Source: an optimization exercise on an open RTL-to-GDS flow (aim: small area). Production flows keep margins and buffers that such runs may drop. In this exercise RTL edits were held to simulation tests only and were not proved equivalent to the original. No driver is modelled on the clock port, so clocking that relies on it looks cheaper here than on a real chip. Power figures rest on the tool's default switching activity, not on a simulated workload.

## color_find
module color_find #(
    parameter DISPLAY_W = 640,
    parameter DISPLAY_H = 480
) (
    input clk,
    input reset,
    input [9:0] x_pixel,
    input [9:0] y_pixel,
    input [3:0] R,
    input [3:0] G,
    input [3:0] B,
    output logic [1:0] USER
);
    localparam N = 22;
    wire is_red, is_blue;
    color_cls u_cls (
        .r3(R[3]), .r2(R[2]), .r1(R[1]), .r0(R[0]),
        .g3(G[3]), .g2(G[2]), .g1(G[1]), .g0(G[0]),
        .b3(B[3]), .b2(B[2]), .b1(B[1]), .b0(B[0]),
        .red(is_red), .blue(is_blue)
    );
    wire latch_pt = (x_pixel == DISPLAY_W) && (y_pixel == DISPLAY_H);
    wire clear_pt = (x_pixel == 0) && (y_pixel == 0);
    wire upper    = (y_pixel < (DISPLAY_H >> 1));
    reg zero;
    always_ff @(posedge clk, posedge reset) begin
        if (reset) zero <= 1'b1;
        else zero <= clear_pt | (zero & latch_pt);
    end
    wire en_b = is_blue & ~latch_pt;
    wire en_r = is_red & ~latch_pt;
    reg  [N-1:0] cnt_b, cnt_r;   
    reg          par_b, par_r;   
    wire [N-1:0] nx_b, nx_r;
    wire         npar_b, npar_r;
    gcnt_next u_nb (.c(cnt_b), .par(par_b), .en(en_b), .dn(upper), .zero(zero),
                    .d(nx_b), .npar(npar_b));
    gcnt_next u_nr (.c(cnt_r), .par(par_r), .en(en_r), .dn(upper), .zero(zero),
                    .d(nx_r), .npar(npar_r));
  ...
export LEC_CHECK = 0
export ABC_AREA = 1
export CAP_MARGIN = 20
export CORE_MARGIN = 2
export CORE_UTILIZATION = 40
export SLEW_MARGIN = 20
export SYNTH_HIERARCHICAL = 1
export SYNTH_MINIMUM_KEEP_SIZE = 0
export BUFFER_PORTS_ARGS = -buffer_cell sky130_fd_sc_hd__buf_1
export CTS_ARGS = -sink_clustering_enable -repair_clock_nets -dont_use_dummy_load -buf_list sky130_fd_sc_hd__clkbuf_8 -root_buf sky130_fd_sc_hd__clkbuf_8
create_clock -name core_clock -period 160.0 [get_ports {clk}]
standard.sh (not shown) runs the stock make flow with config.mk's settings and CLKGATE_MAP_FILE= SYNTH_SCRIPT=/design/flow/synth_recipe.tcl, a recipe that flattens the netlist after the stock synthesis.
==> flow/flow/run.sh <==
#!/bin/bash
# Standard ORFS layout with two changes:
#  - synthesis maps with flow/abc_area.script (area-oriented ABC mapping, no
#    ABC buffering/upsizing); everything else in synthesis is the standard flow's own
#    standard synthesis (synth_recipe.tcl), so registers are unchanged;
#  - no full-adder extraction, buf_1 port buffers and a smaller clock
#    tree (flow/extra.mk).
set -euo pipefail
rm -rf scripts_mod
cp -r "$FLOW_HOME/scripts" scripts_mod
cp flow/abc_area.script scripts_mod/abc_area.script
cat flow/extra.mk >> config.mk
export SCRIPTS_DIR="$PWD/scripts_mod"
bash standard.sh > standard.log 2>&1
==> flow/flow/abc_area.script <==
strash
dch
amap
topo
==> flow/flow/extra.mk <==
# no full-adder extraction: ABC maps all logic
export ADDER_MAP_FILE =
# small buffers on the ports (the standard flow picks clkdlybuf4s50_1)
export BUFFER_PORTS_ARGS = -buffer_cell sky130_fd_sc_hd__buf_1
# smaller clock tree, no dummy loads
export CTS_ARGS = -sink_clustering_enable -repair_clock_nets -dont_use_dummy_load -buf_list sky130_fd_sc_hd__clkbuf_8 -root_buf sky130_fd_sc_hd__clkbuf_8
The baseline completed without violations.
Edit:
- CORE_UTILIZATION: 40 -> 70
Outcome: Sequential share of layout area goes up by 0.48 points. Final area went down by 1.5%. Setup slack loses 230 ps. Power is higher by about 0.8%. Count of clock-buffer cells in the layout stays the same. Register-to-register slack is worse by 80 ps.

---

## old
color_find, a different RTL version from the one above (not shown whole).
For scale: roughly 410 cells after synthesis, roughly 47 flip-flops, about 36 I/O pins.
Design color_find, start of the top module:
module color_find #(
    parameter DISPLAY_W = 640,
    parameter DISPLAY_H = 480
) (
    input clk,
    input reset,
    input [9:0] x_pixel,
    input [9:0] y_pixel,
    input [3:0] R,
    input [3:0] G,
    input [3:0] B,
    output logic [1:0] USER
);
export LEC_CHECK = 0
export ABC_AREA = 1
export CAP_MARGIN = 20
export CORE_MARGIN = 2
export CORE_UTILIZATION = 70
export SLEW_MARGIN = 20
export SYNTH_HIERARCHICAL = 1
export SYNTH_MINIMUM_KEEP_SIZE = 0
export BUFFER_PORTS_ARGS = -buffer_cell sky130_fd_sc_hd__buf_1
export CTS_ARGS = -sink_clustering_enable -repair_clock_nets -dont_use_dummy_load -buf_list sky130_fd_sc_hd__clkbuf_4 -root_buf sky130_fd_sc_hd__clkbuf_4
export PRE_CTS_TCL = /design/flow/flow/pre_cts.tcl
create_clock -name core_clock -period 160.0 [get_ports {clk}]
==> flow/flow/run.sh <==
#!/bin/bash
# Standard ORFS layout with two changes:
#  - synthesis maps with flow/abc_area.script (area-oriented ABC mapping, no
#    ABC buffering/upsizing); everything else in synthesis is the standard flow's own
#    standard synthesis (synth_recipe.tcl), so registers are unchanged;
#  - no full-adder extraction, buf_1 port buffers and a smaller clock
#    tree (flow/extra.mk).
set -euo pipefail
rm -rf scripts_mod
cp -r "$FLOW_HOME/scripts" scripts_mod
cp flow/abc_area.script scripts_mod/abc_area.script
cat flow/extra.mk >> config.mk
if [[ -f flow/pre_cts.tcl ]]; then echo "export PRE_CTS_TCL = $PWD/flow/pre_cts.tcl" >> config.mk; fi
export SCRIPTS_DIR="$PWD/scripts_mod"
bash standard.sh > standard.log 2>&1
==> flow/flow/extra.mk <==
# no full-adder extraction: ABC maps all logic
export ADDER_MAP_FILE =
# small buffers on the ports (the standard flow picks clkdlybuf4s50_1)
export BUFFER_PORTS_ARGS = -buffer_cell sky130_fd_sc_hd__buf_1
# smaller clock tree, no dummy loads
export CTS_ARGS = -sink_clustering_enable -repair_clock_nets -dont_use_dummy_load -buf_list sky130_fd_sc_hd__clkbuf_4 -root_buf sky130_fd_sc_hd__clkbuf_4
==> flow/flow/pre_cts.tcl <==
# Clock buffers placed by hand: the flip-flops are split into 4 groups of
# equal size (halves by x, then each half into halves by y); each group
# gets one sky130_fd_sc_hd__clkbuf_4 at its middle, driven by the clock port.
set ffs {}
foreach inst [[ord::get_db_block] getInsts] {
  if { [[$inst getMaster] isSequential] } {
    set loc [$inst getLocation]
    lappend ffs [list [lindex $loc 0] [lindex $loc 1] $inst]
  }
}
set ffs [lsort -integer -index 0 $ffs]
set n [llength $ffs]
set h [expr { $n / 2 }]
set groups [list]
foreach half [list [lrange $ffs 0 [expr { $h - 1 }]] [lrange $ffs $h end]] {
  set half [lsort -integer -index 1 $half]
  set m [llength $half]
  set q [expr { $m / 2 }]
  lappend groups [lrange $half 0 [expr { $q - 1 }]] [lrange $half $q end]
}
set dbu [[ord::get_db_tech] getDbUnitsPerMicron]
set g 0
foreach grp $groups {
  set xs 0; set ys 0; set pins {}
  foreach e $grp {
    set xs [expr { $xs + [lindex $e 0] }]
    set ys [expr { $ys + [lindex $e 1] }]
    set inst [lindex $e 2]
    foreach it [$inst getITerms] {
      if { [[$it getMTerm] getSigType] == "CLOCK" || [[$it getMTerm] getName] == "CLK" } {
        lappend pins [get_pins [$inst getName]/[[$it getMTerm] getName]]
      }
    }
  }
  set m [llength $grp]
  set x [expr { $xs / $m / double($dbu) }]
  set y [expr { $ys / $m / double($dbu) }]
  puts "pre_cts: group $g: $m flip-flops, [llength $pins] clock pins, buffer at $x $y"
  insert_buffer -buffer_cell sky130_fd_sc_hd__clkbuf_4 -net clk -load_pins $pins -buffer_name clkbuf_g$g -location [list $x $y]
  incr g
}
Scripts as last shown in full above: flow/flow/abc_area.script
old reached the final stage; the timing, design-rule and antenna checks on its layout passed.
[inputs] new vs old
Settings: a change of CTS_ARGS from -sink_clustering_enable -repair_clock_nets -dont_use_dummy_load -buf_list sky130_fd_sc_hd__clkbuf_4 -root_buf sky130_fd_sc_hd__clkbuf_4 to -sink_clustering_enable -repair_clock_nets -dont_use_dummy_load -buf_list sky130_fd_sc_hd__clkbuf_8 -root_buf sky130_fd_sc_hd__clkbuf_8.
==> flow/flow/extra.mk <==
# no full-adder extraction: ABC maps all logic
export ADDER_MAP_FILE =
# small buffers on the ports (the standard flow picks clkdlybuf4s50_1)
export BUFFER_PORTS_ARGS = -buffer_cell sky130_fd_sc_hd__buf_1
# smaller clock tree, no dummy loads
export CTS_ARGS = -sink_clustering_enable -repair_clock_nets -dont_use_dummy_load -buf_list sky130_fd_sc_hd__clkbuf_8 -root_buf sky130_fd_sc_hd__clkbuf_8
==> flow/flow/pre_cts.tcl <==
# Clock buffers placed by hand: the flip-flops are split by x into
# 3 groups of equal size; each group gets one sky130_fd_sc_hd__clkbuf_8 at its middle,
# driven by the clock port.
set ffs {}
foreach inst [[ord::get_db_block] getInsts] {
  if { [[$inst getMaster] isSequential] } {
    set loc [$inst getLocation]
    lappend ffs [list [lindex $loc 0] [lindex $loc 1] $inst]
  }
}
set ffs [lsort -integer -index 0 $ffs]
set n [llength $ffs]
set k 3
set dbu [[ord::get_db_tech] getDbUnitsPerMicron]
for { set g 0 } { $g < $k } { incr g } {
  set lo [expr { $g * $n / $k }]
  set hi [expr { ($g + 1) * $n / $k }]
  set xs 0; set ys 0; set pins {}
  for { set i $lo } { $i < $hi } { incr i } {
    set e [lindex $ffs $i]
    set xs [expr { $xs + [lindex $e 0] }]
    set ys [expr { $ys + [lindex $e 1] }]
    set inst [lindex $e 2]
    foreach it [$inst getITerms] {
      if { [[$it getMTerm] getSigType] == "CLOCK" || [[$it getMTerm] getName] == "CLK" } {
        lappend pins [get_pins [$inst getName]/[[$it getMTerm] getName]]
      }
    }
  }
  set m [expr { $hi - $lo }]
  set x [expr { $xs / $m / double($dbu) }]
  set y [expr { $ys / $m / double($dbu) }]
  puts "pre_cts: group $g: $m flip-flops, [llength $pins] clock pins, buffer at $x $y"
  insert_buffer -buffer_cell sky130_fd_sc_hd__clkbuf_8 -net clk -load_pins $pins -buffer_name clkbuf_g$g -location [list $x $y]
}
## What came out
Diff old and new: layout-stage area growth over the synthesis result lower in old. new gives more maximum ir drop on the vdd rail than old did. On sequential share of layout area, old and new are neck and neck.

==> port drivers added, routing unchanged <==
Ports are ideal in the flow. The routed layouts listed here were re-timed in OpenROAD. Step 1: set_driving_cell puts a clkbuf_16 on clk and a buf_2 on each other input, an assumption about the parent block. Step 2 also shifts input and output timing later by t, the mid clock arrival at the registers, as if the neighbouring blocks saw the same clock. Slacks: ideal / step 1 / step 2; pairs: ideal / step 1.
run	shift t [ns]	setup WS [ns]	hold WS [ns]	clock arrival spread, ns	pins driven straight from the clock port
the first run of note 1	0.309	121.330 / 121.336 / 121.027	0.532 / 0.532 / 0.532	0.015 / 0.016	1
the second run of note 1	0.310	121.101 / 121.107 / 120.797	0.528 / 0.528 / 0.528	0.020 / 0.020	1
old	0.214	118.481 / 118.504 / 118.290	0.542 / 0.542 / 0.542	0.008 / 0.007	4
new	0.192	118.449 / 118.470 / 118.279	0.538 / 0.538 / 0.538	0.005 / 0.005	3
After both steps setup and hold are still met in every run listed. The setup slack of the second run of note 1, which loses most, moves by +0.006 ns with the drivers and by -0.304 ns with both steps.
